This is an optimization exercise on Yosys and OpenROAD, whose aim is small area, not a production implementation. No run shown here included a check of the RTL's function; only the layout flow was run. Power and IR drop assume default switching activity.

==> flow/design.v (outline; a module is shown in full before it is edited, if it fits) <==
// module vlt_tab: 343 lines
// module vlt: 541 lines
// module vfa: 1 lines
// module vha: 1 lines
module vlt (
    input clock
  , input reset
  , input important
  , input [8:0] opcode
  , input [9:0] start_ts
  , input [9:0] end_ts
  , input [11:0] prev_vbits
  , output [3:0] iq_shift1
  , output [3:0] iq_shift2
  , output iq_shift1_v
  , output iq_shift2_v
  , output [17:0] iq_vbits
  , output [3:0] rob_shift1
  , output [3:0] rob_shift2
  , output rob_shift1_v
  , output rob_shift2_v
  , output [17:0] rob_vbits
  , output [3:0] lq_shift1
  , output [3:0] lq_shift2
  , output lq_shift1_v
  , output lq_shift2_v
  , output [17:0] lq_vbits
  , output [3:0] sq_shift1
  , output [3:0] sq_shift2
  , output sq_shift1_v
  , output sq_shift2_v
  , output [17:0] sq_vbits
  , output [3:0] instbuff_shift1
  , output [3:0] instbuff_shift2
  , output instbuff_shift1_v
  , output instbuff_shift2_v
  , output [17:0] instbuff_vbits
  , input [11:0] total_qvbits0
  , input [11:0] total_qvbits1
  , input [11:0] total_qvbits2
  , input [11:0] total_qvbits3
  , input [9:0] rf_vbits_adj
  , input rf_vbits_adj_mode
  , input [11:0] total_sq_vbits
  , input [31:0] rf_live_vector
  , input [31:0] rf_kill_vector
  , output [19:0] total_svf
  , output [9:0] counter_iq
  , output [9:0] counter_rob
  , output [9:0] counter_lq
  , output [9:0] counter_sq
  , output [9:0] counter_instbuff
  );
  // ...
==> flow/flow/run.sh <==
#!/bin/bash
# Own layout flow: the standard synthesis (standard.sh, unchanged), then the
# combinational cells between the standard synthesis's registers and adder cells are
# re-mapped by ABC for area (remap.tcl), then the standard layout steps.
# Port buffers use sky130_fd_sc_hd__buf_1.
# Logs: synth.log (standard synthesis), remap.log (yosys/ABC re-map), standard.log (the
# layout steps); each ORFS step also keeps its own log under orfs/logs/.
set -euo pipefail
HERE=$(pwd)
R=$HERE/orfs/results/sky130hd/vlt/base
export BUFFER_PORTS_ARGS="-buffer_cell sky130_fd_sc_hd__buf_1"
bash standard.sh $R/1_2_yosys.v > synth.log 2>&1
cp $R/1_2_yosys.v std_1_2_yosys.v
YOSYS=$FLOW_HOME/../tools/install/yosys/bin/yosys
[ -x "$YOSYS" ] || YOSYS=yosys
LIB=$FLOW_HOME/platforms/sky130hd/lib/sky130_fd_sc_hd__tt_025C_1v80.lib
DU=$(grep -o -- "-dont_use [^ ]*" $HERE/orfs/logs/sky130hd/vlt/base/1_2_yosys.log | sort -u | tr '\n' ' ')
printf 'strash\ndch -f\nmap -a\namap\ntopo\nbuffer -c\nupsize -c\ndnsize -c\n' > area.abc
cat > remap.ys <<Y
read_liberty -ignore_miss_func $LIB
read_verilog std_1_2_yosys.v
hierarchy -top $FLOW_TOP
select -module $FLOW_TOP -list
Y
KEEP=$(grep -o "sky130_fd_sc_hd__[a-z0-9_]*" std_1_2_yosys.v | sort -u | grep -E "__(fa|ha|df|sdf|edf|dl|conb)" | tr '\n' ' ')
cat > remap.ys <<Y
read_liberty -ignore_miss_func $LIB
read_verilog std_1_2_yosys.v
hierarchy -top $FLOW_TOP
setattr -mod -set keep_hierarchy 1 $KEEP
flatten
blackbox $KEEP
delete t:\$scopeinfo
opt_clean -purge
tee -o remap_before.txt stat -liberty $LIB
abc -script area.abc -liberty $LIB $DU -constr $HERE/orfs/objects/sky130hd/vlt/base/abc.constr -D 9000
opt_clean -purge
splitnets
opt_clean -purge
hilomap -singleton -hicell sky130_fd_sc_hd__conb_1 HI -locell sky130_fd_sc_hd__conb_1 LO
insbuf -buf sky130_fd_sc_hd__buf_4 A X
opt_clean -purge
tee -o remap_after.txt stat -liberty $LIB
write_verilog -noattr -nohex -nodec -noexpr remap_1_2_yosys.v
Y
$YOSYS -l remap.log -q remap.ys > /dev/null 2>&1
grep -q "^module $FLOW_TOP" remap_1_2_yosys.v
cp remap_1_2_yosys.v $R/1_2_yosys.v
touch $R/1_2_yosys.v
bash standard.sh > standard.log 2>&1
==> flow/standard.sh <==
#!/bin/bash
# synth_recipe.tcl (not shown) runs the flow's synth.tcl, then flattens the netlist and writes it again
# the make line also repeats each setting of config.mk as NAME=value (left out here)
make -C /OpenROAD-flow-scripts/flow DESIGN_CONFIG=/design/flow/config.mk WORK_HOME=/design/flow/orfs CLKGATE_MAP_FILE= SYNTH_SCRIPT=/design/flow/synth_recipe.tcl "${@:-finish}"
==> flow/config.mk <==
export PLATFORM = sky130hd
export DESIGN_NAME = vlt
export DESIGN_NICKNAME = vlt
export VERILOG_FILES = /design/flow/design.v
export SDC_FILE = /design/flow/constraint.sdc
export NUM_CORES = 4
export LEC_CHECK = 0
export ABC_AREA = 1
export CAP_MARGIN = 20
export CORE_MARGIN = 2
export CORE_UTILIZATION = 40
export PLACE_DENSITY = 0.6
export SLEW_MARGIN = 20
export SYNTH_HIERARCHICAL = 1
export SYNTH_MINIMUM_KEEP_SIZE = 0
==> flow/constraint.sdc <==
create_clock -name core_clock -period 9.0 [get_ports {clock}]
set_input_delay 1.8000 -clock core_clock [delete_from_list [all_inputs] [get_ports {clock}]]
set_output_delay 1.8000 -clock core_clock [all_outputs]
set_load 0.01 [all_outputs]
==> impl_metrics.yaml, run 1 <==
status:
  status: "failed layout checks"
  check.faults: "setup timing"
pwr:
  comb-power_uw: 2660
  pwr-share-clk_pct: 11.7
  pwr-share-comb_pct: 71.9
finish:
  nFillCells: 2804
  final_util_pct: 49.5
  seq-cell-share_pct: 13.8
  largest_register: "live"
  multi_input_area_share_pct: 56.5
  top_area_cell_class: "multi-input gates"
  multi_input_area_um2: 8060
routing:
  drc: 0
  wl_per_cell_um: 17.3
  drt_iter0_markers: 655
timing:
  fmax_mhz: 110
  finalSetupViolCount: 1
  worst_pin_slew_ns: 0.856
  layout_setup_ws_ns: -0.0510
  hold_viol: 0
  post-route-period-util_pct: 101
die:
  fp.dieArea_um2: 30700
cts:
  clockBufferDepth: 2
  cts_tree: "yes"
hold_path:
  min-delay-start: "live[22]"
grt:
  grt_first_pass_wirelength_um: 56000
  grt_util_all_layers_pct: 23.3
  antenna_found_initial: 0
critical_path:
  crit_cells: 42
==> module vlt_tab, before the edit <==
module vlt_tab ( 
    x0, x1, x2, x3, x4, x5, x6, x7, x8, x9,
    f0, f1, f2, f3, f4, f5, f6, f7, f8, f9, f10, f11, f12, f13, f14, f15,
    f16, f17, f18, f19, f20, f21, f22, f23, f24, c_iq0, c_iq1, c_iq2,
    c_iq3, c_rob0, c_rob1, c_rob2, c_lsq0, c_lsq1, c_lsq2, c_instbuff0,
    c_instbuff1, c_instbuff2, c_instbuff3  );
  input  x0, x1, x2, x3, x4, x5, x6, x7, x8, x9;
  output f0, f1, f2, f3, f4, f5, f6, f7, f8, f9, f10, f11, f12, f13, f14, f15,
    f16, f17, f18, f19, f20, f21, f22, f23, f24, c_iq0, c_iq1, c_iq2,
    c_iq3, c_rob0, c_rob1, c_rob2, c_lsq0, c_lsq1, c_lsq2, c_instbuff0,
    c_instbuff1, c_instbuff2, c_instbuff3;
  wire new_n50, new_n51, new_n52, new_n53, new_n54, new_n55, new_n56,
    new_n57, new_n58, new_n59, new_n60, new_n61, new_n62, new_n63, new_n64,
    new_n65, new_n66, new_n67, new_n68, new_n69, new_n70, new_n71, new_n72,
    new_n73, new_n74, new_n75, new_n76, new_n77, new_n78, new_n79, new_n80,
    new_n81, new_n82, new_n83, new_n84, new_n85, new_n86, new_n87, new_n88,
    new_n89, new_n90, new_n91, new_n92, new_n93, new_n94, new_n95, new_n96,
    new_n97, new_n98, new_n99, new_n100, new_n101, new_n102, new_n103,
    new_n104, new_n105, new_n106, new_n107, new_n108, new_n109, new_n110,
    new_n111, new_n112, new_n113, new_n114, new_n115, new_n116, new_n117,
    new_n118, new_n119, new_n120, new_n121, new_n122, new_n123, new_n124,
    new_n125, new_n126, new_n127, new_n128, new_n129, new_n130, new_n131,
    new_n132, new_n133, new_n134, new_n135, new_n136, new_n138, new_n139,
    new_n140, new_n141, new_n142, new_n143, new_n144, new_n145, new_n146,
    new_n147, new_n148, new_n149, new_n151, new_n152, new_n154, new_n155,
    new_n156, new_n157, new_n158, new_n159, new_n160, new_n161, new_n162,
    new_n163, new_n164, new_n165, new_n166, new_n169, new_n170, new_n171,
    new_n172, new_n173, new_n174, new_n175, new_n176, new_n177, new_n178,
    new_n179, new_n180, new_n181, new_n182, new_n183, new_n184, new_n185,
    new_n187, new_n188, new_n189, new_n190, new_n192, new_n193, new_n194,
    new_n195, new_n196, new_n197, new_n198, new_n199, new_n200, new_n201,
    new_n202, new_n203, new_n204, new_n206, new_n207, new_n208, new_n209,
    new_n212, new_n213, new_n214, new_n215, new_n216, new_n217, new_n218,
    new_n220, new_n221, new_n222, new_n223, new_n224, new_n225, new_n226,
    new_n227, new_n228, new_n229, new_n230, new_n231, new_n232, new_n233,
    new_n234, new_n235, new_n236, new_n237, new_n238, new_n239, new_n240,
    new_n241, new_n242, new_n244, new_n245, new_n246, new_n247, new_n248,
    new_n250, new_n251, new_n252, new_n255, new_n256, new_n257, new_n258,
    new_n259, new_n260, new_n261, new_n262, new_n263, new_n264, new_n265,
    new_n267, new_n268, new_n269, new_n270, new_n271, new_n272, new_n273,
    new_n274, new_n276, new_n277, new_n278, new_n279, new_n280, new_n281,
    new_n282, new_n283, new_n284, new_n285, new_n286, new_n288, new_n290,
    new_n291, new_n292, new_n293, new_n294, new_n299, new_n300, new_n301,
    new_n302, new_n303, new_n306, new_n307, new_n311, new_n312, new_n313,
    new_n314, new_n315, new_n317, new_n318, new_n320, new_n321, new_n322,
    new_n323, new_n325, new_n326, new_n327, new_n328, new_n329, new_n330,
    new_n331, new_n332, new_n333, new_n335, new_n338, new_n341;
  assign new_n50 = x5 & x6;
  assign new_n51 = ~x1 & ~x2;
  assign new_n52 = x7 & ~x8;
  assign new_n53 = x8 & x9;
  assign new_n54 = x5 & ~new_n53;
  assign new_n55 = x6 & x7;
  assign new_n56 = ~x6 & ~x7;
  assign new_n57 = ~new_n55 & ~new_n56;
  assign new_n58 = ~new_n54 & ~new_n57;
  assign new_n59 = ~new_n52 & ~new_n58;
  assign new_n60 = x7 & x9;
  assign new_n61 = ~new_n59 & ~new_n60;
  assign new_n62 = x7 & x8;
  assign new_n63 = ~x5 & x9;
  assign new_n64 = ~new_n62 & new_n63;
  assign new_n65 = ~new_n61 & ~new_n64;
  assign new_n66 = ~x4 & ~new_n65;
  assign new_n67 = ~x6 & ~new_n53;
  assign new_n68 = x5 & ~new_n67;
  assign new_n69 = x5 & ~x9;
  assign new_n70 = x7 & ~new_n69;
  assign new_n71 = ~new_n68 & new_n70;
  assign new_n72 = x5 & ~x6;
  assign new_n73 = x8 & ~new_n72;
  assign new_n74 = ~x3 & ~new_n54;
  assign new_n75 = ~new_n73 & new_n74;
  assign new_n76 = ~new_n71 & ~new_n75;
  assign new_n77 = ~new_n66 & new_n76;
  assign new_n78 = new_n51 & ~new_n77;
  assign new_n79 = x6 & x8;
  assign new_n80 = ~new_n55 & ~new_n79;
  assign new_n81 = ~x5 & ~new_n79;
  assign new_n82 = ~new_n64 & ~new_n81;
  assign new_n83 = ~new_n80 & new_n82;
  assign new_n84 = ~x3 & ~x4;
  assign new_n85 = ~x1 & new_n84;
  assign new_n86 = x2 & new_n85;
  assign new_n87 = ~x8 & ~x9;
  assign new_n88 = ~x7 & ~new_n87;
  assign new_n89 = ~new_n55 & ~new_n88;
  assign new_n90 = new_n86 & ~new_n89;
  assign new_n91 = ~new_n83 & new_n90;
  assign new_n92 = ~new_n78 & ~new_n91;
  assign new_n93 = new_n50 & ~new_n92;
  assign new_n94 = ~x4 & ~x9;
  assign new_n95 = ~x3 & ~new_n94;
  assign new_n96 = ~x4 & ~new_n52;
  assign new_n97 = ~x2 & ~new_n96;
  assign new_n98 = ~new_n95 & new_n97;
  assign new_n99 = x8 & ~new_n60;
  assign new_n100 = ~new_n52 & ~new_n99;
  assign new_n101 = new_n72 & new_n87;
  assign new_n102 = ~x5 & x6;
  assign new_n103 = ~new_n101 & ~new_n102;
  assign new_n104 = new_n100 & ~new_n103;
  assign new_n105 = new_n98 & new_n104;
  assign new_n106 = x1 & new_n105;
  assign new_n107 = new_n67 & new_n88;
  assign new_n108 = ~new_n55 & ~new_n107;
  assign new_n109 = x4 & x9;
  assign new_n110 = new_n52 & new_n109;
  assign new_n111 = ~new_n108 & ~new_n110;
  assign new_n112 = x7 & ~new_n72;
  assign new_n113 = x4 & ~new_n69;
  assign new_n114 = ~new_n112 & new_n113;
  assign new_n115 = x5 & new_n56;
  assign new_n116 = x3 & x4;
  assign new_n117 = new_n51 & ~new_n84;
  assign new_n118 = ~new_n116 & new_n117;
  assign new_n119 = ~new_n115 & new_n118;
  assign new_n120 = ~new_n114 & new_n119;
  assign new_n121 = ~new_n111 & new_n120;
  assign new_n122 = ~new_n106 & ~new_n121;
  assign new_n123 = ~new_n93 & new_n122;
  assign new_n124 = new_n52 & new_n72;
  assign new_n125 = new_n116 & ~new_n124;
  assign new_n126 = x5 & ~new_n80;
  assign new_n127 = new_n84 & ~new_n126;
  assign new_n128 = ~new_n125 & ~new_n127;
  assign new_n129 = ~x5 & new_n56;
  assign new_n130 = new_n109 & new_n129;
  assign new_n131 = ~x9 & new_n79;
  assign new_n132 = new_n114 & new_n131;
  assign new_n133 = ~new_n130 & ~new_n132;
  assign new_n134 = new_n128 & new_n133;
  assign new_n135 = new_n51 & ~new_n134;
  assign new_n136 = new_n85 & new_n129;
  assign f8 = new_n135 | new_n136;
  assign new_n138 = x3 & new_n51;
  assign new_n139 = ~x8 & new_n138;
  assign new_n140 = new_n128 & new_n139;
  assign new_n141 = ~x5 & ~x6;
  assign new_n142 = new_n86 & new_n141;
  assign new_n143 = ~new_n140 & ~new_n142;
  assign new_n144 = ~new_n129 & ~new_n143;
  assign new_n145 = x5 & ~new_n56;
  assign new_n146 = new_n85 & ~new_n145;
  assign new_n147 = ~new_n51 & ~new_n146;
  assign new_n148 = ~new_n144 & ~new_n147;
  assign new_n149 = ~f8 & new_n148;
  assign f7 = ~new_n123 | new_n149;
  assign new_n151 = ~x3 & new_n51;
  assign new_n152 = new_n66 & new_n151;
  assign f11 = ~new_n50 & new_n152;
  assign new_n154 = x4 & new_n129;
  assign new_n155 = ~x5 & ~new_n55;
  assign new_n156 = ~new_n145 & ~new_n155;
  assign new_n157 = new_n109 & new_n156;
  assign new_n158 = ~new_n154 & ~new_n157;
  assign new_n159 = new_n139 & ~new_n158;
  assign new_n160 = x8 & new_n63;
  assign new_n161 = new_n57 & new_n160;
  assign new_n162 = ~x3 & ~new_n60;
  assign new_n163 = ~new_n161 & ~new_n162;
  assign new_n164 = ~new_n146 & ~new_n163;
  assign new_n165 = new_n135 & new_n164;
  assign new_n166 = ~new_n159 & ~new_n165;
  assign f9 = f11 | ~new_n166;
  assign c_rob0 = f7 | f9;
  assign new_n169 = x6 & x9;
  assign new_n170 = c_rob0 & new_n169;
  assign new_n171 = ~new_n105 & ~new_n170;
  assign new_n172 = new_n51 & new_n134;
  assign new_n173 = ~new_n98 & new_n172;
  assign new_n174 = ~new_n52 & new_n81;
  assign new_n175 = new_n138 & ~new_n145;
  assign new_n176 = ~new_n146 & ~new_n175;
  assign new_n177 = ~new_n174 & ~new_n176;
  assign new_n178 = ~new_n173 & ~new_n177;
  assign new_n179 = ~new_n78 & new_n178;
  assign new_n180 = new_n171 & new_n179;
  assign new_n181 = x0 & ~new_n180;
  assign new_n182 = ~x3 & new_n103;
  assign new_n183 = x4 & ~new_n182;
  assign new_n184 = new_n181 & new_n183;
  assign new_n185 = new_n123 & ~new_n184;
  assign f20 = x0 & f8;
  assign new_n187 = new_n138 & new_n145;
  assign new_n188 = x4 & new_n187;
  assign new_n189 = x0 & ~x6;
  assign new_n190 = x8 & new_n189;
  assign c_instbuff3 = new_n188 & new_n190;
  assign new_n192 = f20 & ~c_instbuff3;
  assign new_n193 = new_n180 & new_n192;
  assign new_n194 = new_n185 & ~new_n193;
  assign new_n195 = x5 & new_n91;
  assign new_n196 = new_n194 & ~new_n195;
  assign new_n197 = ~x5 & new_n193;
  assign new_n198 = x5 & x7;
  assign new_n199 = new_n79 & new_n198;
  assign new_n200 = new_n138 & new_n199;
  assign new_n201 = ~x4 & new_n187;
  assign new_n202 = ~new_n200 & ~new_n201;
  assign new_n203 = ~new_n197 & new_n202;
  assign new_n204 = new_n185 & new_n203;
  assign f5 = x0 & ~new_n204;
  assign new_n206 = ~new_n181 & ~f5;
  assign new_n207 = ~x3 & ~new_n107;
  assign new_n208 = ~new_n206 & ~new_n207;
  assign new_n209 = new_n135 & new_n181;
  assign f2 = ~new_n147 | ~new_n171;
  assign f24 = ~new_n209 & f2;
  assign new_n212 = x3 & ~f24;
  assign new_n213 = new_n156 & new_n172;
  assign new_n214 = ~new_n212 & ~new_n213;
  assign new_n215 = new_n208 & ~new_n214;
  assign new_n216 = new_n196 & ~new_n215;
  assign new_n217 = ~x0 & ~new_n147;
  assign new_n218 = ~new_n80 & new_n152;
  assign f10 = f20 & new_n218;
  assign new_n220 = x0 & ~new_n196;
  assign new_n221 = ~new_n188 & ~new_n220;
  assign new_n222 = ~f5 & ~new_n221;
  assign new_n223 = ~f10 & ~new_n222;
  assign new_n224 = new_n146 & new_n180;
  assign new_n225 = ~new_n159 & ~new_n224;
  assign new_n226 = ~f20 & ~new_n225;
  assign new_n227 = new_n140 & new_n156;
  assign new_n228 = ~new_n226 & ~new_n227;
  assign new_n229 = ~new_n215 & new_n228;
  assign new_n230 = new_n223 & new_n229;
  assign new_n231 = x3 & ~new_n145;
  assign new_n232 = ~new_n182 & ~new_n231;
  assign new_n233 = new_n172 & new_n232;
  assign new_n234 = ~new_n217 & ~new_n233;
  assign new_n235 = new_n123 & new_n234;
  assign new_n236 = ~new_n226 & new_n235;
  assign new_n237 = ~x4 & new_n200;
  assign new_n238 = ~f11 & ~new_n200;
  assign new_n239 = ~x0 & ~new_n238;
  assign new_n240 = ~x1 & new_n98;
  assign new_n241 = new_n161 & new_n240;
  assign new_n242 = ~new_n239 & ~new_n241;
  assign f4 = ~new_n230 | ~new_n242;
  assign new_n244 = ~x0 & new_n231;
  assign new_n245 = ~x2 & ~new_n244;
  assign new_n246 = f4 & ~new_n245;
  assign new_n247 = x4 & new_n246;
  assign new_n248 = ~new_n237 & ~new_n247;
  assign f22 = ~new_n236 & new_n248;
  assign new_n250 = ~new_n172 & ~f22;
  assign new_n251 = ~new_n230 & ~new_n250;
  assign new_n252 = new_n217 & ~new_n251;
  assign f0 = ~new_n216 | new_n252;
  assign f15 = new_n151 & ~c_rob0;
  assign new_n255 = ~new_n215 & ~new_n220;
  assign new_n256 = new_n248 & new_n255;
  assign new_n257 = ~new_n91 & ~new_n251;
  assign new_n258 = new_n256 & ~new_n257;
  assign new_n259 = new_n146 & ~new_n258;
  assign new_n260 = x3 & new_n93;
  assign new_n261 = new_n103 & ~new_n160;
  assign new_n262 = new_n151 & ~new_n261;
  assign new_n263 = new_n122 & ~new_n262;
  assign new_n264 = ~new_n260 & new_n263;
  assign new_n265 = ~new_n259 & new_n264;
  assign c_instbuff1 = new_n209 | ~new_n256;
  assign new_n267 = ~new_n265 & ~c_instbuff1;
  assign new_n268 = ~f15 & ~new_n267;
  assign new_n269 = new_n223 & ~new_n246;
  assign new_n270 = new_n268 & new_n269;
  assign new_n271 = new_n154 & ~new_n194;
  assign new_n272 = ~new_n129 & new_n194;
  assign new_n273 = ~new_n271 & ~new_n272;
  assign new_n274 = new_n208 & ~new_n273;
  assign f3 = ~new_n270 | new_n274;
  assign new_n276 = new_n187 & ~f3;
  assign new_n277 = ~x3 & ~new_n206;
  assign new_n278 = ~new_n194 & new_n206;
  assign new_n279 = ~new_n277 & ~new_n278;
  assign new_n280 = new_n268 & ~new_n279;
  assign new_n281 = ~new_n135 & new_n206;
  assign new_n282 = new_n135 & ~new_n206;
  assign new_n283 = new_n231 & ~new_n282;
  assign new_n284 = ~new_n281 & new_n283;
  assign new_n285 = ~new_n152 & ~new_n284;
  assign new_n286 = ~new_n280 & new_n285;
  assign c_iq1 = new_n276 | ~new_n286;
  assign new_n288 = ~new_n216 & c_iq1;
  assign f1 = ~new_n206 & ~new_n288;
  assign new_n290 = ~new_n152 & ~new_n217;
  assign new_n291 = ~f5 & new_n290;
  assign new_n292 = new_n123 & ~new_n240;
  assign new_n293 = ~x0 & ~new_n292;
  assign new_n294 = ~new_n291 & ~new_n293;
  assign f6 = f3 | new_n294;
  assign f13 = new_n52 & new_n142;
  assign f12 = f11 | f13;
  assign f18 = x0 & f15;
  assign new_n299 = new_n87 & f18;
  assign new_n300 = new_n62 & new_n146;
  assign new_n301 = ~new_n218 & ~new_n300;
  assign new_n302 = f20 & ~new_n301;
  assign new_n303 = ~f13 & ~new_n302;
  assign c_lsq2 = new_n299 | ~new_n303;
  assign f14 = f18 & ~c_lsq2;
  assign new_n306 = ~new_n100 & new_n302;
  assign new_n307 = ~f14 & ~new_n306;
  assign f16 = f15 & new_n307;
  assign f17 = ~x0 & f15;
  assign f19 = new_n181 | ~new_n248;
  assign new_n311 = ~new_n142 & ~new_n200;
  assign new_n312 = ~f17 & new_n311;
  assign new_n313 = ~new_n246 & new_n312;
  assign new_n314 = ~new_n251 & new_n313;
  assign new_n315 = ~new_n236 & new_n314;
  assign f21 = new_n193 | new_n315;
  assign new_n317 = new_n181 & ~c_instbuff1;
  assign new_n318 = ~new_n193 & ~new_n317;
  assign f23 = c_instbuff3 | ~new_n318;
  assign new_n320 = new_n134 & ~f23;
  assign new_n321 = f1 & ~new_n320;
  assign new_n322 = ~f3 & ~new_n293;
  assign new_n323 = ~new_n321 & ~new_n322;
  assign c_iq0 = ~new_n230 | new_n323;
  assign new_n325 = ~new_n84 & ~new_n212;
  assign new_n326 = f1 & new_n325;
  assign new_n327 = ~x0 & new_n51;
  assign new_n328 = new_n270 & new_n327;
  assign new_n329 = new_n50 & new_n51;
  assign new_n330 = ~new_n187 & ~new_n329;
  assign new_n331 = new_n196 & ~new_n330;
  assign new_n332 = ~new_n258 & ~new_n331;
  assign new_n333 = ~new_n328 & new_n332;
  assign c_iq2 = new_n326 | ~new_n333;
  assign new_n335 = ~new_n237 & ~f1;
  assign c_iq3 = f6 & ~new_n335;
  assign c_rob2 = new_n123 & new_n144;
  assign new_n338 = ~f11 & ~f18;
  assign c_lsq0 = ~f10 & ~new_n338;
  assign c_lsq1 = ~new_n307 | f17;
  assign new_n341 = ~f19 & f21;
  assign c_instbuff0 = new_n321 | new_n341;
  assign c_instbuff2 = ~new_n314 | ~new_n318;
  assign c_rob1 = f8;
endmodule
==> inputs of run 2 (changes only) <==
--- a/flow/design.v
+++ b/flow/design.v
@@ -13,332 +13,335 @@
     new_n57, new_n58, new_n59, new_n60, new_n61, new_n62, new_n63, new_n64,
     new_n65, new_n66, new_n67, new_n68, new_n69, new_n70, new_n71, new_n72,
     new_n73, new_n74, new_n75, new_n76, new_n77, new_n78, new_n79, new_n80,
-    new_n81, new_n82, new_n83, new_n84, new_n85, new_n86, new_n87, new_n88,
-    new_n89, new_n90, new_n91, new_n92, new_n93, new_n94, new_n95, new_n96,
-    new_n97, new_n98, new_n99, new_n100, new_n101, new_n102, new_n103,
-    new_n104, new_n105, new_n106, new_n107, new_n108, new_n109, new_n110,
-    new_n111, new_n112, new_n113, new_n114, new_n115, new_n116, new_n117,
-    new_n118, new_n119, new_n120, new_n121, new_n122, new_n123, new_n124,
-    new_n125, new_n126, new_n127, new_n128, new_n129, new_n130, new_n131,
-    new_n132, new_n133, new_n134, new_n135, new_n136, new_n138, new_n139,
-    new_n140, new_n141, new_n142, new_n143, new_n144, new_n145, new_n146,
-    new_n147, new_n148, new_n149, new_n151, new_n152, new_n154, new_n155,
-    new_n156, new_n157, new_n158, new_n159, new_n160, new_n161, new_n162,
-    new_n163, new_n164, new_n165, new_n166, new_n169, new_n170, new_n171,
-    new_n172, new_n173, new_n174, new_n175, new_n176, new_n177, new_n178,
-    new_n179, new_n180, new_n181, new_n182, new_n183, new_n184, new_n185,
-    new_n187, new_n188, new_n189, new_n190, new_n192, new_n193, new_n194,
-    new_n195, new_n196, new_n197, new_n198, new_n199, new_n200, new_n201,
-    new_n202, new_n203, new_n204, new_n206, new_n207, new_n208, new_n209,
-    new_n212, new_n213, new_n214, new_n215, new_n216, new_n217, new_n218,
-    new_n220, new_n221, new_n222, new_n223, new_n224, new_n225, new_n226,
-    new_n227, new_n228, new_n229, new_n230, new_n231, new_n232, new_n233,
-    new_n234, new_n235, new_n236, new_n237, new_n238, new_n239, new_n240,
-    new_n241, new_n242, new_n244, new_n245, new_n246, new_n247, new_n248,
-    new_n250, new_n251, new_n252, new_n255, new_n256, new_n257, new_n258,
-    new_n259, new_n260, new_n261, new_n262, new_n263, new_n264, new_n265,
-    new_n267, new_n268, new_n269, new_n270, new_n271, new_n272, new_n273,
-    new_n274, new_n276, new_n277, new_n278, new_n279, new_n280, new_n281,
-    new_n282, new_n283, new_n284, new_n285, new_n286, new_n288, new_n290,
-    new_n291, new_n292, new_n293, new_n294, new_n299, new_n300, new_n301,
-    new_n302, new_n303, new_n306, new_n307, new_n311, new_n312, new_n313,
-    new_n314, new_n315, new_n317, new_n318, new_n320, new_n321, new_n322,
-    new_n323, new_n325, new_n326, new_n327, new_n328, new_n329, new_n330,
-    new_n331, new_n332, new_n333, new_n335, new_n338, new_n341;
-  assign new_n50 = x5 & x6;
-  assign new_n51 = ~x1 & ~x2;
-  assign new_n52 = x7 & ~x8;
-  assign new_n53 = x8 & x9;
-  assign new_n54 = x5 & ~new_n53;
-  assign new_n55 = x6 & x7;
-  assign new_n56 = ~x6 & ~x7;
-  assign new_n57 = ~new_n55 & ~new_n56;
-  assign new_n58 = ~new_n54 & ~new_n57;
-  assign new_n59 = ~new_n52 & ~new_n58;
-  assign new_n60 = x7 & x9;
+    new_n81, new_n82, new_n83, new_n84, new_n85, new_n86, new_n87, new_n89,
+    new_n90, new_n91, new_n92, new_n93, new_n94, new_n95, new_n96, new_n97,
+    new_n98, new_n99, new_n100, new_n101, new_n102, new_n103, new_n104,
+    new_n105, new_n106, new_n107, new_n108, new_n109, new_n110, new_n111,
+    new_n112, new_n113, new_n114, new_n115, new_n116, new_n117, new_n118,
+    new_n119, new_n120, new_n121, new_n122, new_n123, new_n124, new_n126,
+    new_n127, new_n128, new_n129, new_n130, new_n131, new_n132, new_n133,
+    new_n134, new_n135, new_n136, new_n137, new_n138, new_n139, new_n140,
+    new_n141, new_n142, new_n143, new_n144, new_n145, new_n146, new_n147,
+    new_n148, new_n149, new_n150, new_n151, new_n152, new_n153, new_n154,
+    new_n155, new_n156, new_n157, new_n158, new_n159, new_n160, new_n161,
+    new_n162, new_n163, new_n164, new_n165, new_n166, new_n167, new_n168,
+    new_n169, new_n170, new_n171, new_n172, new_n174, new_n175, new_n176,
+    new_n177, new_n178, new_n179, new_n180, new_n181, new_n182, new_n183,
+    new_n184, new_n185, new_n186, new_n187, new_n188, new_n189, new_n190,
+    new_n191, new_n195, new_n196, new_n197, new_n198, new_n199, new_n200,
+    new_n201, new_n202, new_n203, new_n204, new_n205, new_n206, new_n207,
+    new_n208, new_n209, new_n210, new_n211, new_n212, new_n213, new_n214,
+    new_n215, new_n216, new_n217, new_n219, new_n220, new_n221, new_n222,
+    new_n223, new_n224, new_n225, new_n226, new_n227, new_n228, new_n229,
+    new_n230, new_n231, new_n232, new_n233, new_n234, new_n235, new_n236,
+    new_n237, new_n239, new_n240, new_n241, new_n242, new_n243, new_n244,
+    new_n245, new_n246, new_n247, new_n249, new_n250, new_n251, new_n252,
+    new_n253, new_n254, new_n255, new_n256, new_n257, new_n258, new_n259,
+    new_n260, new_n261, new_n262, new_n263, new_n264, new_n265, new_n266,
+    new_n267, new_n268, new_n269, new_n270, new_n273, new_n274, new_n275,
+    new_n278, new_n279, new_n280, new_n282, new_n284, new_n285, new_n286,
+    new_n290, new_n294, new_n295, new_n296, new_n297, new_n298, new_n299,
+    new_n301, new_n302, new_n303, new_n304, new_n306, new_n307, new_n308,
+    new_n309, new_n310, new_n311, new_n313, new_n314, new_n316, new_n317,
+    new_n318, new_n323, new_n324, new_n326, new_n327, new_n328, new_n330,
+    new_n331, new_n332, new_n333, new_n335, new_n338, new_n340, new_n341,
+    new_n344;
+  assign new_n50 = ~x1 & ~x3;
+  assign new_n51 = ~x4 & new_n50;
+  assign new_n52 = ~x6 & ~x7;
+  assign new_n53 = ~x5 & new_n52;
+  assign new_n54 = x5 & ~new_n52;
+  assign new_n55 = ~new_n53 & ~new_n54;
+  assign new_n56 = new_n51 & new_n55;
+  assign new_n57 = x7 & x8;
+  assign new_n58 = x9 & new_n57;
+  assign new_n59 = x7 & ~x8;
+  assign new_n60 = ~x8 & x9;
   assign new_n61 = ~new_n59 & ~new_n60;
-  assign new_n62 = x7 & x8;
-  assign new_n63 = ~x5 & x9;
-  assign new_n64 = ~new_n62 & new_n63;
-  assign new_n65 = ~new_n61 & ~new_n64;
-  assign new_n66 = ~x4 & ~new_n65;
-  assign new_n67 = ~x6 & ~new_n53;
-  assign new_n68 = x5 & ~new_n67;
-  assign new_n69 = x5 & ~x9;
-  assign new_n70 = x7 & ~new_n69;
-  assign new_n71 = ~new_n68 & new_n70;
-  assign new_n72 = x5 & ~x6;
-  assign new_n73 = x8 & ~new_n72;
-  assign new_n74 = ~x3 & ~new_n54;
-  assign new_n75 = ~new_n73 & new_n74;
-  assign new_n76 = ~new_n71 & ~new_n75;
-  assign new_n77 = ~new_n66 & new_n76;
-  assign new_n78 = new_n51 & ~new_n77;
-  assign new_n79 = x6 & x8;
-  assign new_n80 = ~new_n55 & ~new_n79;
-  assign new_n81 = ~x5 & ~new_n79;
-  assign new_n82 = ~new_n64 & ~new_n81;
-  assign new_n83 = ~new_n80 & new_n82;
-  assign new_n84 = ~x3 & ~x4;
-  assign new_n85 = ~x1 & new_n84;
-  assign new_n86 = x2 & new_n85;
-  assign new_n87 = ~x8 & ~x9;
-  assign new_n88 = ~x7 & ~new_n87;
-  assign new_n89 = ~new_n55 & ~new_n88;
-  assign new_n90 = new_n86 & ~new_n89;
-  assign new_n91 = ~new_n83 & new_n90;
-  assign new_n92 = ~new_n78 & ~new_n91;
-  assign new_n93 = new_n50 & ~new_n92;
-  assign new_n94 = ~x4 & ~x9;
-  assign new_n95 = ~x3 & ~new_n94;
-  assign new_n96 = ~x4 & ~new_n52;
-  assign new_n97 = ~x2 & ~new_n96;
-  assign new_n98 = ~new_n95 & new_n97;
-  assign new_n99 = x8 & ~new_n60;
-  assign new_n100 = ~new_n52 & ~new_n99;
-  assign new_n101 = new_n72 & new_n87;
-  assign new_n102 = ~x5 & x6;
-  assign new_n103 = ~new_n101 & ~new_n102;
-  assign new_n104 = new_n100 & ~new_n103;
-  assign new_n105 = new_n98 & new_n104;
-  assign new_n106 = x1 & new_n105;
-  assign new_n107 = new_n67 & new_n88;
-  assign new_n108 = ~new_n55 & ~new_n107;
-  assign new_n109 = x4 & x9;
-  assign new_n110 = new_n52 & new_n109;
-  assign new_n111 = ~new_n108 & ~new_n110;
-  assign new_n112 = x7 & ~new_n72;
-  assign new_n113 = x4 & ~new_n69;
-  assign new_n114 = ~new_n112 & new_n113;
-  assign new_n115 = x5 & new_n56;
-  assign new_n116 = x3 & x4;
-  assign new_n117 = new_n51 & ~new_n84;
-  assign new_n118 = ~new_n116 & new_n117;
-  assign new_n119 = ~new_n115 & new_n118;
-  assign new_n120 = ~new_n114 & new_n119;
-  assign new_n121 = ~new_n111 & new_n120;
-  assign new_n122 = ~new_n106 & ~new_n121;
-  assign new_n123 = ~new_n93 & new_n122;
-  assign new_n124 = new_n52 & new_n72;
-  assign new_n125 = new_n116 & ~new_n124;
-  assign new_n126 = x5 & ~new_n80;
-  assign new_n127 = new_n84 & ~new_n126;
-  assign new_n128 = ~new_n125 & ~new_n127;
-  assign new_n129 = ~x5 & new_n56;
-  assign new_n130 = new_n109 & new_n129;
-  assign new_n131 = ~x9 & new_n79;
-  assign new_n132 = new_n114 & new_n131;
-  assign new_n133 = ~new_n130 & ~new_n132;
-  assign new_n134 = new_n128 & new_n133;
-  assign new_n135 = new_n51 & ~new_n134;
-  assign new_n136 = new_n85 & new_n129;
-  assign f8 = new_n135 | new_n136;
-  assign new_n138 = x3 & new_n51;
-  assign new_n139 = ~x8 & new_n138;
-  assign new_n140 = new_n128 & new_n139;
-  assign new_n141 = ~x5 & ~x6;
-  assign new_n142 = new_n86 & new_n141;
-  assign new_n143 = ~new_n140 & ~new_n142;
-  assign new_n144 = ~new_n129 & ~new_n143;
-  assign new_n145 = x5 & ~new_n56;
-  assign new_n146 = new_n85 & ~new_n145;
-  assign new_n147 = ~new_n51 & ~new_n146;
-  assign new_n148 = ~new_n144 & ~new_n147;
-  assign new_n149 = ~f8 & new_n148;
-  assign f7 = ~new_n123 | new_n149;
-  assign new_n151 = ~x3 & new_n51;
-  assign new_n152 = new_n66 & new_n151;
-  assign f11 = ~new_n50 & new_n152;
-  assign new_n154 = x4 & new_n129;
-  assign new_n155 = ~x5 & ~new_n55;
-  assign new_n156 = ~new_n145 & ~new_n155;
-  assign new_n157 = new_n109 & new_n156;
-  assign new_n158 = ~new_n154 & ~new_n157;
-  assign new_n159 = new_n139 & ~new_n158;
-  assign new_n160 = x8 & new_n63;
-  assign new_n161 = new_n57 & new_n160;
-  assign new_n162 = ~x3 & ~new_n60;
-  assign new_n163 = ~new_n161 & ~new_n162;
-  assign new_n164 = ~new_n146 & ~new_n163;
-  assign new_n165 = new_n135 & new_n164;
-  assign new_n166 = ~new_n159 & ~new_n165;
-  assign f9 = f11 | ~new_n166;
+  assign new_n62 = ~new_n58 & new_n61;
+  assign new_n63 = x6 & new_n62;
+  assign new_n64 = ~new_n57 & ~new_n63;
+  assign new_n65 = new_n56 & new_n64;
+  assign new_n66 = ~x0 & new_n65;
+  assign new_n67 = ~x1 & ~x2;
+  assign new_n68 = ~x3 & new_n67;
+  assign new_n69 = ~x7 & ~x8;
+  assign new_n70 = x6 & ~new_n69;
+  assign new_n71 = new_n51 & ~new_n70;
+  assign new_n72 = x5 & ~new_n71;
+  assign new_n73 = new_n68 & ~new_n72;
+  assign new_n74 = ~x6 & x9;
+  assign new_n75 = x6 & x8;
+  assign new_n76 = ~x9 & new_n75;
+  assign new_n77 = ~new_n74 & ~new_n76;
+  assign new_n78 = ~x7 & ~new_n77;
+  assign new_n79 = x4 & ~new_n78;
+  assign new_n80 = new_n73 & ~new_n79;
+  assign new_n81 = x5 & ~x6;
+  assign new_n82 = new_n59 & new_n81;
+  assign new_n83 = x3 & new_n67;
+  assign new_n84 = x4 & new_n83;
+  assign new_n85 = ~new_n82 & new_n84;
+  assign new_n86 = ~new_n80 & ~new_n85;
+  assign new_n87 = new_n51 & new_n53;
+  assign f8 = ~new_n86 | new_n87;
+  assign new_n89 = x3 & ~x8;
+  assign new_n90 = new_n67 & ~new_n89;
+  assign new_n91 = ~f8 & new_n90;
+  assign new_n92 = ~x5 & new_n51;
+  assign new_n93 = x2 & new_n92;
+  assign new_n94 = x6 & new_n93;
+  assign new_n95 = x6 & x7;
+  assign new_n96 = ~x4 & new_n67;
+  assign new_n97 = ~x9 & new_n96;
+  assign new_n98 = x5 & new_n97;
+  assign new_n99 = new_n95 & new_n98;
+  assign new_n100 = ~new_n52 & ~new_n95;
+  assign new_n101 = ~new_n53 & ~new_n100;
+  assign new_n102 = ~x4 & new_n83;
+  assign new_n103 = ~new_n101 & new_n102;
+  assign new_n104 = ~new_n99 & ~new_n103;
+  assign new_n105 = ~new_n94 & new_n104;
+  assign new_n106 = ~new_n91 & new_n105;
+  assign new_n107 = ~f8 & new_n106;
+  assign new_n108 = ~x7 & new_n51;
+  assign new_n109 = ~new_n63 & new_n108;
+  assign new_n110 = new_n107 & new_n109;
+  assign new_n111 = x6 & new_n110;
+  assign new_n112 = ~new_n62 & new_n68;
+  assign new_n113 = new_n97 & new_n112;
+  assign new_n114 = ~new_n111 & ~new_n113;
+  assign new_n115 = ~x9 & new_n100;
+  assign new_n116 = ~new_n59 & new_n115;
+  assign new_n117 = x8 & x9;
+  assign new_n118 = x5 & ~new_n117;
+  assign new_n119 = ~new_n58 & ~new_n118;
+  assign new_n120 = ~x4 & new_n119;
+  assign new_n121 = ~new_n116 & new_n120;
+  assign new_n122 = new_n73 & new_n121;
+  assign new_n123 = new_n114 & ~new_n122;
+  assign new_n124 = x5 & x6;
+  assign f11 = ~new_n123 & ~new_n124;
+  assign new_n126 = x5 & x7;
+  assign new_n127 = new_n75 & new_n126;
+  assign new_n128 = new_n83 & new_n127;
+  assign new_n129 = ~new_n87 & ~new_n128;
+  assign new_n130 = ~new_n58 & ~new_n69;
+  assign new_n131 = ~new_n74 & ~new_n130;
+  assign new_n132 = new_n53 & ~new_n117;
+  assign new_n133 = ~x8 & ~x9;
+  assign new_n134 = new_n52 & new_n133;
+  assign new_n135 = x5 & ~new_n134;
+  assign new_n136 = ~new_n132 & ~new_n135;
+  assign new_n137 = ~x2 & x3;
+  assign new_n138 = x4 & new_n137;
+  assign new_n139 = new_n136 & new_n138;
+  assign new_n140 = new_n131 & new_n139;
+  assign new_n141 = new_n129 & ~new_n140;
+  assign new_n142 = ~new_n67 & ~new_n141;
+  assign new_n143 = ~new_n117 & ~new_n133;
+  assign new_n144 = ~new_n104 & ~new_n143;
+  assign new_n145 = ~new_n100 & ~new_n144;
+  assign new_n146 = x3 & ~new_n145;
+  assign new_n147 = new_n60 & new_n95;
+  assign new_n148 = ~new_n115 & ~new_n147;
+  assign new_n149 = x4 & ~new_n148;
+  assign new_n150 = x9 & new_n81;
+  assign new_n151 = new_n89 & new_n150;
+  assign new_n152 = ~new_n136 & ~new_n151;
+  assign new_n153 = x4 & ~new_n152;
+  assign new_n154 = new_n60 & new_n153;
+  assign new_n155 = ~new_n149 & ~new_n154;
+  assign new_n156 = new_n146 & ~new_n155;
+  assign new_n157 = ~new_n146 & new_n155;
+  assign new_n158 = ~new_n156 & ~new_n157;
+  assign new_n159 = x3 & ~new_n107;
+  assign new_n160 = ~new_n152 & ~new_n159;
+  assign new_n161 = ~new_n158 & ~new_n160;
+  assign new_n162 = new_n67 & ~new_n161;
+  assign new_n163 = ~new_n142 & ~new_n162;
+  assign new_n164 = ~f11 & new_n163;
+  assign new_n165 = ~x5 & new_n69;
+  assign new_n166 = new_n84 & new_n165;
+  assign new_n167 = ~new_n93 & ~new_n166;
+  assign new_n168 = ~x6 & ~new_n167;
+  assign new_n169 = new_n164 & new_n168;
+  assign new_n170 = ~x0 & ~new_n164;
+  assign new_n171 = x1 & new_n140;
+  assign new_n172 = new_n106 & ~new_n171;
+  assign f7 = new_n110 | ~new_n172;
+  assign new_n174 = ~new_n158 & ~new_n168;
+  assign new_n175 = ~new_n54 & new_n84;
+  assign new_n176 = new_n96 & new_n100;
+  assign new_n177 = ~new_n68 & ~new_n176;
+  assign new_n178 = ~x3 & ~new_n149;
+  assign new_n179 = ~new_n177 & ~new_n178;
+  assign new_n180 = ~x6 & new_n57;
+  assign new_n181 = x6 & ~new_n143;
+  assign new_n182 = ~new_n180 & ~new_n181;
+  assign new_n183 = new_n98 & ~new_n182;
+  assign new_n184 = ~new_n179 & ~new_n183;
+  assign new_n185 = new_n54 & new_n102;
+  assign new_n186 = new_n184 & new_n185;
+  assign new_n187 = ~new_n175 & ~new_n186;
+  assign new_n188 = ~new_n174 & ~new_n187;
+  assign new_n189 = ~new_n56 & ~new_n150;
+  assign new_n190 = new_n80 & new_n189;
+  assign new_n191 = ~new_n122 & ~new_n190;
+  assign f9 = new_n188 | ~new_n191;
   assign c_rob0 = f7 | f9;
-  assign new_n169 = x6 & x9;
-  assign new_n170 = c_rob0 & new_n169;
-  assign new_n171 = ~new_n105 & ~new_n170;
-  assign new_n172 = new_n51 & new_n134;
-  assign new_n173 = ~new_n98 & new_n172;
-  assign new_n174 = ~new_n52 & new_n81;
-  assign new_n175 = new_n138 & ~new_n145;
-  assign new_n176 = ~new_n146 & ~new_n175;
-  assign new_n177 = ~new_n174 & ~new_n176;
-  assign new_n178 = ~new_n173 & ~new_n177;
-  assign new_n179 = ~new_n78 & new_n178;
-  assign new_n180 = new_n171 & new_n179;
-  assign new_n181 = x0 & ~new_n180;
-  assign new_n182 = ~x3 & new_n103;
-  assign new_n183 = x4 & ~new_n182;
-  assign new_n184 = new_n181 & new_n183;
-  assign new_n185 = new_n123 & ~new_n184;
-  assign f20 = x0 & f8;
-  assign new_n187 = new_n138 & new_n145;
-  assign new_n188 = x4 & new_n187;
-  assign new_n189 = x0 & ~x6;
-  assign new_n190 = x8 & new_n189;
-  assign c_instbuff3 = new_n188 & new_n190;
-  assign new_n192 = f20 & ~c_instbuff3;
-  assign new_n193 = new_n180 & new_n192;
-  assign new_n194 = new_n185 & ~new_n193;
-  assign new_n195 = x5 & new_n91;
-  assign new_n196 = new_n194 & ~new_n195;
-  assign new_n197 = ~x5 & new_n193;
-  assign new_n198 = x5 & x7;
-  assign new_n199 = new_n79 & new_n198;
-  assign new_n200 = new_n138 & new_n199;
-  assign new_n201 = ~x4 & new_n187;
-  assign new_n202 = ~new_n200 & ~new_n201;
-  assign new_n203 = ~new_n197 & new_n202;
-  assign new_n204 = new_n185 & new_n203;
-  assign f5 = x0 & ~new_n204;
-  assign new_n206 = ~new_n181 & ~f5;
-  assign new_n207 = ~x3 & ~new_n107;
-  assign new_n208 = ~new_n206 & ~new_n207;
-  assign new_n209 = new_n135 & new_n181;
-  assign f2 = ~new_n147 | ~new_n171;
-  assign f24 = ~new_n209 & f2;
-  assign new_n212 = x3 & ~f24;
-  assign new_n213 = new_n156 & new_n172;
-  assign new_n214 = ~new_n212 & ~new_n213;
-  assign new_n215 = new_n208 & ~new_n214;
-  assign new_n216 = new_n196 & ~new_n215;
-  assign new_n217 = ~x0 & ~new_n147;
-  assign new_n218 = ~new_n80 & new_n152;
-  assign f10 = f20 & new_n218;
-  assign new_n220 = x0 & ~new_n196;
-  assign new_n221 = ~new_n188 & ~new_n220;
-  assign new_n222 = ~f5 & ~new_n221;
-  assign new_n223 = ~f10 & ~new_n222;
-  assign new_n224 = new_n146 & new_n180;
-  assign new_n225 = ~new_n159 & ~new_n224;
-  assign new_n226 = ~f20 & ~new_n225;
-  assign new_n227 = new_n140 & new_n156;
-  assign new_n228 = ~new_n226 & ~new_n227;
-  assign new_n229 = ~new_n215 & new_n228;
-  assign new_n230 = new_n223 & new_n229;
-  assign new_n231 = x3 & ~new_n145;
-  assign new_n232 = ~new_n182 & ~new_n231;
-  assign new_n233 = new_n172 & new_n232;
-  assign new_n234 = ~new_n217 & ~new_n233;
-  assign new_n235 = new_n123 & new_n234;
-  assign new_n236 = ~new_n226 & new_n235;
-  assign new_n237 = ~x4 & new_n200;
-  assign new_n238 = ~f11 & ~new_n200;
-  assign new_n239 = ~x0 & ~new_n238;
-  assign new_n240 = ~x1 & new_n98;
-  assign new_n241 = new_n161 & new_n240;
-  assign new_n242 = ~new_n239 & ~new_n241;
-  assign f4 = ~new_n230 | ~new_n242;
-  assign new_n244 = ~x0 & new_n231;
-  assign new_n245 = ~x2 & ~new_n244;
-  assign new_n246 = f4 & ~new_n245;
-  assign new_n247 = x4 & new_n246;
-  assign new_n248 = ~new_n237 & ~new_n247;
-  assign f22 = ~new_n236 & new_n248;
-  assign new_n250 = ~new_n172 & ~f22;
-  assign new_n251 = ~new_n230 & ~new_n250;
-  assign new_n252 = new_n217 & ~new_n251;
-  assign f0 = ~new_n216 | new_n252;
-  assign f15 = new_n151 & ~c_rob0;
-  assign new_n255 = ~new_n215 & ~new_n220;
-  assign new_n256 = new_n248 & new_n255;
-  assign new_n257 = ~new_n91 & ~new_n251;
-  assign new_n258 = new_n256 & ~new_n257;
-  assign new_n259 = new_n146 & ~new_n258;
-  assign new_n260 = x3 & new_n93;
-  assign new_n261 = new_n103 & ~new_n160;
-  assign new_n262 = new_n151 & ~new_n261;
-  assign new_n263 = new_n122 & ~new_n262;
-  assign new_n264 = ~new_n260 & new_n263;
-  assign new_n265 = ~new_n259 & new_n264;
-  assign c_instbuff1 = new_n209 | ~new_n256;
-  assign new_n267 = ~new_n265 & ~c_instbuff1;
-  assign new_n268 = ~f15 & ~new_n267;
-  assign new_n269 = new_n223 & ~new_n246;
-  assign new_n270 = new_n268 & new_n269;
-  assign new_n271 = new_n154 & ~new_n194;
-  assign new_n272 = ~new_n129 & new_n194;
-  assign new_n273 = ~new_n271 & ~new_n272;
-  assign new_n274 = new_n208 & ~new_n273;
-  assign f3 = ~new_n270 | new_n274;
-  assign new_n276 = new_n187 & ~f3;
-  assign new_n277 = ~x3 & ~new_n206;
-  assign new_n278 = ~new_n194 & new_n206;
-  assign new_n279 = ~new_n277 & ~new_n278;
-  assign new_n280 = new_n268 & ~new_n279;
-  assign new_n281 = ~new_n135 & new_n206;
-  assign new_n282 = new_n135 & ~new_n206;
-  assign new_n283 = new_n231 & ~new_n282;
-  assign new_n284 = ~new_n281 & new_n283;
-  assign new_n285 = ~new_n152 & ~new_n284;
-  assign new_n286 = ~new_n280 & new_n285;
-  assign c_iq1 = new_n276 | ~new_n286;
-  assign new_n288 = ~new_n216 & c_iq1;
-  assign f1 = ~new_n206 & ~new_n288;
-  assign new_n290 = ~new_n152 & ~new_n217;
-  assign new_n291 = ~f5 & new_n290;
-  assign new_n292 = new_n123 & ~new_n240;
-  assign new_n293 = ~x0 & ~new_n292;
-  assign new_n294 = ~new_n291 & ~new_n293;
-  assign f6 = f3 | new_n294;
-  assign f13 = new_n52 & new_n142;
+  assign f15 = new_n68 & ~c_rob0;
+  assign new_n195 = new_n131 & ~new_n143;
+  assign new_n196 = ~new_n76 & ~new_n195;
+  assign new_n197 = new_n56 & ~new_n196;
+  assign new_n198 = ~f15 & ~new_n197;
+  assign new_n199 = ~new_n170 & new_n198;
+  assign new_n200 = ~new_n169 & new_n199;
+  assign new_n201 = ~x0 & ~new_n200;
+  assign new_n202 = new_n67 & new_n153;
+  assign new_n203 = new_n55 & new_n83;
+  assign new_n204 = ~new_n202 & ~new_n203;
+  assign new_n205 = ~new_n201 & ~new_n204;
+  assign new_n206 = new_n89 & new_n126;
+  assign new_n207 = x0 & ~new_n206;
+  assign new_n208 = new_n67 & ~new_n207;
+  assign new_n209 = ~x5 & ~x7;
+  assign new_n210 = x3 & ~new_n209;
+  assign new_n211 = new_n208 & ~new_n210;
+  assign new_n212 = ~new_n96 & ~new_n141;
+  assign new_n213 = ~new_n144 & ~new_n179;
+  assign new_n214 = ~new_n202 & new_n213;
+  assign new_n215 = ~new_n212 & new_n214;
+  assign new_n216 = new_n187 & new_n215;
+  assign new_n217 = ~new_n111 & new_n216;
+  assign f5 = x0 & ~new_n217;
+  assign new_n219 = new_n53 & f5;
+  assign new_n220 = x0 & x5;
+  assign new_n221 = new_n84 & new_n220;
+  assign new_n222 = ~x0 & x8;
+  assign new_n223 = new_n93 & new_n222;
+  assign new_n224 = ~new_n221 & ~new_n223;
+  assign new_n225 = x6 & ~new_n224;
+  assign new_n226 = ~new_n219 & ~new_n225;
+  assign new_n227 = ~new_n211 & new_n226;
+  assign new_n228 = ~new_n205 & new_n227;
+  assign new_n229 = new_n110 & new_n152;
+  assign new_n230 = ~x0 & ~new_n187;
+  assign new_n231 = new_n52 & ~new_n119;
+  assign new_n232 = new_n91 & new_n231;
+  assign new_n233 = ~new_n140 & new_n184;
+  assign new_n234 = ~new_n232 & new_n233;
+  assign new_n235 = ~new_n230 & new_n234;
+  assign new_n236 = ~new_n229 & new_n235;
+  assign new_n237 = new_n228 & new_n236;
+  assign f0 = new_n66 | ~new_n237;
+  assign new_n239 = new_n106 & ~new_n187;
+  assign new_n240 = new_n114 & ~new_n239;
+  assign new_n241 = ~x0 & ~new_n240;
+  assign new_n242 = x0 & ~new_n237;
+  assign new_n243 = new_n217 & new_n242;
+  assign new_n244 = ~new_n101 & new_n182;
+  assign new_n245 = new_n136 & ~new_n244;
+  assign new_n246 = ~new_n86 & new_n245;
+  assign new_n247 = new_n237 & new_n246;
+  assign f10 = ~f15 & new_n247;
+  assign new_n249 = new_n84 & new_n228;
+  assign new_n250 = ~f10 & ~new_n249;
+  assign new_n251 = ~new_n243 & new_n250;
+  assign new_n252 = ~x0 & x4;
+  assign new_n253 = new_n203 & ~new_n252;
+  assign new_n254 = new_n106 & new_n253;
+  assign new_n255 = new_n56 & new_n75;
+  assign new_n256 = ~x5 & new_n96;
+  assign new_n257 = ~new_n112 & ~new_n256;
+  assign new_n258 = ~new_n203 & new_n257;
+  assign new_n259 = ~new_n65 & new_n258;
+  assign new_n260 = ~new_n255 & new_n259;
+  assign new_n261 = new_n56 & new_n260;
+  assign new_n262 = ~new_n254 & ~new_n261;
+  assign new_n263 = new_n251 & new_n262;
+  assign new_n264 = ~new_n241 & new_n263;
+  assign new_n265 = ~x0 & ~new_n264;
+  assign new_n266 = f0 & ~new_n265;
+  assign new_n267 = ~f11 & ~new_n266;
+  assign new_n268 = new_n200 & new_n251;
+  assign new_n269 = x0 & ~new_n187;
+  assign new_n270 = ~new_n55 & new_n269;
+  assign f3 = ~new_n268 | new_n270;
+  assign f6 = ~new_n267 | f3;
+  assign new_n273 = ~new_n67 & ~new_n92;
+  assign new_n274 = ~f6 & ~new_n273;
+  assign new_n275 = ~new_n198 & ~new_n260;
+  assign f13 = new_n59 & new_n168;
   assign f12 = f11 | f13;
+  assign new_n278 = new_n187 & ~f12;
+  assign new_n279 = ~new_n275 & new_n278;
+  assign new_n280 = ~new_n274 & new_n279;
+  assign f1 = x0 & ~new_n280;
+  assign new_n282 = ~f0 & ~f1;
+  assign f2 = ~new_n268 | ~new_n282;
+  assign new_n284 = new_n129 & ~new_n188;
+  assign new_n285 = ~f11 & new_n284;
+  assign new_n286 = ~x0 & ~new_n285;
+  assign f4 = ~new_n263 | new_n286;
   assign f18 = x0 & f15;
-  assign new_n299 = new_n87 & f18;
-  assign new_n300 = new_n62 & new_n146;
-  assign new_n301 = ~new_n218 & ~new_n300;
-  assign new_n302 = f20 & ~new_n301;
-  assign new_n303 = ~f13 & ~new_n302;
-  assign c_lsq2 = new_n299 | ~new_n303;
-  assign f14 = f18 & ~c_lsq2;
-  assign new_n306 = ~new_n100 & new_n302;
-  assign new_n307 = ~f14 & ~new_n306;
-  assign f16 = f15 & new_n307;
+  assign f14 = ~new_n247 & f18;
+  assign new_n290 = ~new_n130 & new_n247;
   assign f17 = ~x0 & f15;
-  assign f19 = new_n181 | ~new_n248;
-  assign new_n311 = ~new_n142 & ~new_n200;
-  assign new_n312 = ~f17 & new_n311;
-  assign new_n313 = ~new_n246 & new_n312;
-  assign new_n314 = ~new_n251 & new_n313;
-  assign new_n315 = ~new_n236 & new_n314;
-  assign f21 = new_n193 | new_n315;
-  assign new_n317 = new_n181 & ~c_instbuff1;
-  assign new_n318 = ~new_n193 & ~new_n317;
-  assign f23 = c_instbuff3 | ~new_n318;
-  assign new_n320 = new_n134 & ~f23;
-  assign new_n321 = f1 & ~new_n320;
-  assign new_n322 = ~f3 & ~new_n293;
-  assign new_n323 = ~new_n321 & ~new_n322;
-  assign c_iq0 = ~new_n230 | new_n323;
-  assign new_n325 = ~new_n84 & ~new_n212;
-  assign new_n326 = f1 & new_n325;
-  assign new_n327 = ~x0 & new_n51;
-  assign new_n328 = new_n270 & new_n327;
-  assign new_n329 = new_n50 & new_n51;
-  assign new_n330 = ~new_n187 & ~new_n329;
-  assign new_n331 = new_n196 & ~new_n330;
-  assign new_n332 = ~new_n258 & ~new_n331;
-  assign new_n333 = ~new_n328 & new_n332;
-  assign c_iq2 = new_n326 | ~new_n333;
-  assign new_n335 = ~new_n237 & ~f1;
-  assign c_iq3 = f6 & ~new_n335;
-  assign c_rob2 = new_n123 & new_n144;
-  assign new_n338 = ~f11 & ~f18;
-  assign c_lsq0 = ~f10 & ~new_n338;
-  assign c_lsq1 = ~new_n307 | f17;
-  assign new_n341 = ~f19 & f21;
-  assign c_instbuff0 = new_n321 | new_n341;
-  assign c_instbuff2 = ~new_n314 | ~new_n318;
+  assign f16 = new_n290 | f17;
+  assign f20 = x0 & f8;
+  assign new_n294 = ~x4 & new_n128;
+  assign new_n295 = ~new_n188 & ~new_n294;
+  assign new_n296 = ~new_n242 & new_n295;
+  assign new_n297 = ~f20 & ~new_n296;
+  assign new_n298 = ~new_n91 & new_n260;
+  assign new_n299 = x0 & ~new_n298;
+  assign f19 = new_n297 | new_n299;
+  assign new_n301 = ~f7 & ~new_n208;
+  assign new_n302 = ~new_n188 & new_n263;
+  assign new_n303 = ~f20 & ~new_n302;
+  assign new_n304 = ~new_n259 & f20;
+  assign c_instbuff1 = ~new_n296 | new_n304;
+  assign new_n306 = ~f19 & c_instbuff1;
+  assign new_n307 = new_n299 & ~c_instbuff1;
+  assign new_n308 = ~new_n306 & ~new_n307;
+  assign new_n309 = ~new_n128 & ~new_n168;
+  assign new_n310 = ~f17 & new_n309;
+  assign new_n311 = new_n308 & new_n310;
+  assign c_instbuff2 = new_n303 | ~new_n311;
+  assign new_n313 = ~new_n301 & ~c_instbuff2;
+  assign new_n314 = new_n184 & new_n226;
+  assign f21 = new_n313 | ~new_n314;
+  assign new_n316 = ~new_n201 & ~new_n208;
+  assign new_n317 = ~c_instbuff1 & ~new_n316;
+  assign new_n318 = ~new_n261 & ~new_n317;
+  assign f22 = new_n313 | ~new_n318;
+  assign c_instbuff3 = new_n180 & new_n221;
+  assign f23 = ~new_n308 | c_instbuff3;
+  assign f24 = f2 & ~new_n304;
+  assign new_n323 = x5 & new_n269;
+  assign new_n324 = ~new_n201 & ~new_n323;
+  assign c_iq0 = ~new_n264 | ~new_n324;
+  assign new_n326 = new_n187 & new_n242;
+  assign new_n327 = new_n123 & ~new_n230;
+  assign new_n328 = ~new_n326 & new_n327;
+  assign c_iq1 = new_n274 | ~new_n328;
+  assign new_n330 = ~new_n268 & ~new_n282;
+  assign new_n331 = x0 & ~new_n267;
+  assign new_n332 = f2 & ~new_n331;
+  assign new_n333 = ~new_n330 & new_n332;
+  assign c_iq2 = new_n270 | new_n333;
+  assign new_n335 = ~x0 & ~new_n91;
+  assign c_iq3 = ~new_n279 & ~new_n335;
+  assign c_rob2 = new_n107 & ~new_n273;
+  assign new_n338 = f11 & ~f10;
+  assign c_lsq0 = f18 | new_n338;
+  assign new_n340 = ~new_n143 & new_n247;
+  assign new_n341 = f15 & ~new_n340;
+  assign c_lsq1 = f10 | new_n341;
+  assign c_lsq2 = new_n247 | f13;
+  assign new_n344 = ~new_n299 & ~f21;
+  assign c_instbuff0 = ~new_n297 & ~new_n344;
   assign c_rob1 = f8;
 endmodule
 module vlt (
==> run 2 against run 1 <==
Against the previous run:
- now clean on timing, DRC and antenna
- area after synthesis about the same
- combinational power down 6%
- sequential share of layout area up 0.45 points
- wire length up 3.9%
==> impl_metrics.yaml, run 2 <==
cts:
  clockBufferDepth: 2
  htreeDepth: 3
  cts_tree: "yes"
  numClockSinks: 98
  cts_root_buf: "clkbuf_16"
  cts_made_buffers: 9
  ctsHoldBuffers: 0
  insertion_delay_ns: 0.35
  path_clk_slew_ns: 0.08
routing:
  ant_nets: 0
  drt_iter0_markers: 935
  firstDrtPassIters: 13
  viasPerCell: 5.17
  via_count: 10300
  wl_per_cell_um: 18.3
  totalWireLength_um: 36600
  drc: 0
critical_path:
  crit_chain: "inv_1, nor2_2, nand2_2, o21ai_2, inv_1, o22ai_2, fa_1, fa_2, fa_1, fa_1, fa_1, fa_2, fa_1, fa_2, fa_2, fa_2, fa_2, fa_1, fa_1, ha_1, inv_1, nor2_1, buf_2"
  crit_cells: 23
  cp-end-kind: "primary output"
  arrival_ns: 6.96
  cp_top_family: "adder cells"
  critPathBufInv: 4
  worst-setup-path-type: "flop to primary output"
  cp-start-kind: "flop"
  critical-path-max-stage-delay_ns: 0.45
  cpMaxStageDelayCell: "fa_1"
  required_ns: 7.20
  crit_top_cell: "fa_1"
  r2r_cells: 21
  path_max_fanout: 5
run:
  maxCapViolCount: 0
finish:
  drive_gt1_share_pct: 13.5
  final_util_pct: 47.9
  final_common_cell: "buf_1"
  reg_top3: "live (32), svf (20), prev_r (12)"
  largest_register: "live"
  final_net_count: 2049
  area_growth_pct: 17.7
  nFillCells: 2894
  largest_register_ff_count: 32
  antenna_cells: 0
  finalNonFillerCells: 1994
  final_cell_mix: "367 x buf_1, 176 x fa_1, 167 x inv_1"
die:
  die_w_um: 175
  rows: 62
  die_h_um: 175
  core_area_um2: 28800
  fp.dieArea_um2: 30700
  start_util_pct: 40.7
  boundaryPins: 389
logic_synthesis:
  synthCells: 1274
  syn_avg_cell_area_um2: 9.20
  synth_area_um2: 11700
  yosysWarningCount: 7
timing:
  finalSetupViolCount: 0
  hold_slack_ns: 0.499
  hold_viol: 0
  post-route-period-util_pct: 97.3
  min_period_ns: 8.76
  slew-limit-headroom_pct: 28.4
  fmax_mhz: 114
  worst_pin_slew_ns: 1.07
  finalMaxSlewViolations: 0
  fin_skew_ns: 0.0154
status:
  status: "timing/DRC/antenna clean"
grt:
  grt_first_pass_wirelength_um: 57100
  grt_pass1_vias: 10400
  grt_max_degree: 97
  grt_overflow: 0
  grt_util_all_layers_pct: 24.0
  antenna_found_initial: 0
pwr:
  power_density_nw_per_um2: 253
  ir_worst_vdd_v: 0.000416
  p_leak_uw: 0.00639
hold_path:
  hp-class: "flop to flop"
  holdPathStages: 2
placed_design:
  hpwl_um: 30100
  dp.cells: 1973
  gp_congestion: 0.978
  io_buffers: 375
## run 2: changes by cell type in the layout (fill, tap and decap cells not counted), sizes merged, moves of 3 or more
cell / change
buf: -44
nor2: +3
ha: +5
a2111oi: -3
o21a: -5
a31o: -3
nor2b: -3
nor3: +4
## run 2: per-stage QoR
step                TNS (ns)  worst slack (ns)  power, uW  instance area [um^2]
global placement      -0.484            -0.234       3100                 13300
global route         -0.0594           -0.0324       3970                 13800
CTS                        0            0.0108       3580                 13600
floorplan                  0           0.00801       2500                 11800
detailed placement    -0.872            -0.366       3130                 13300
finish                     0             0.239       3500                 13800
## run 2: repair_timing
action	in CTS	in global routing
buffers inserted	0	5
endpoints found under the setup margin	5	20
pin swaps	1	11
gates resized for setup	11	46
## run 2: layer usage
metal  up-vias  GRT usage, %  routed length, um
met5         -             0                  0
li1       4757             -                  -
met2       548          39.8              17300
met1      4936          32.5              15600
met3        67          3.72               2830
met4         0          6.63                830
## run 2: final timing paths
kind | startpoint | end | slack (ns)
setup / recovery | lsq_cr[2] | lq_vbits[16] | 0.24
hold / removal | live[23] | live[23] | 0.50
setup reg to reg | svf[6] | svf[18] | 1.39
hold reg to reg | live[23] | live[23] | 0.50
## run 2: power by group
part           total, uW  internal (uW)  switching, uW
logic               2490           1220           1270
clock network        397            197            200
registers            610            527           82.3
total               3500           1950           1550
## run 2: area by class of cell
type                            instances  area (um^2)  area share [%]
Timing Repair Buffer                  492         2300            16.7
Clock inverter                          7         70.1           0.508
Sequential cell                        98         1970            14.2
Multi-Input combinational cell        814         8040            58.3
Tap cell                              384          480            3.48
Clock buffer                            9          225            1.63
Inverter                              190          718            5.21
## run 2: tightest hold or removal path: cells and delay by family (launching register included)
kind | cells | cell delay, ns
compound gates | 1 | 0.06
simple gates | 1 | 0.06
flops | 1 | 0.34

-- separate check: timing with driven ports --
No port has a modelled driver above. Below, the same layouts with a new extraction and two added sets of constraints. Step 1 assumes that a clkbuf_16 drives the clock port and a buf_2 every other input. Step 2 also shifts input and output timing later by t, the mid clock arrival at the registers, as if the neighbouring blocks saw the same clock. a / b / c = ideal / step 1 / step 2; a / b = the first two.
run | shift t [ns] | setup WS [ns] | clock arrival spread, ns | worst slew at a driven data input, ns
run 1 | 0.401 | -0.051 / -0.095 / -0.108 | 0.021 / 0.021 | 0.06
run 2 | 0.394 | 0.239 / 0.190 / -0.111 | 0.016 / 0.016 | 0.08
Met with ideal ports but missed after step 2: setup timing in run 2. The setup slack of run 2, which loses most, moves by -0.049 ns with the drivers and by -0.350 ns with both steps.
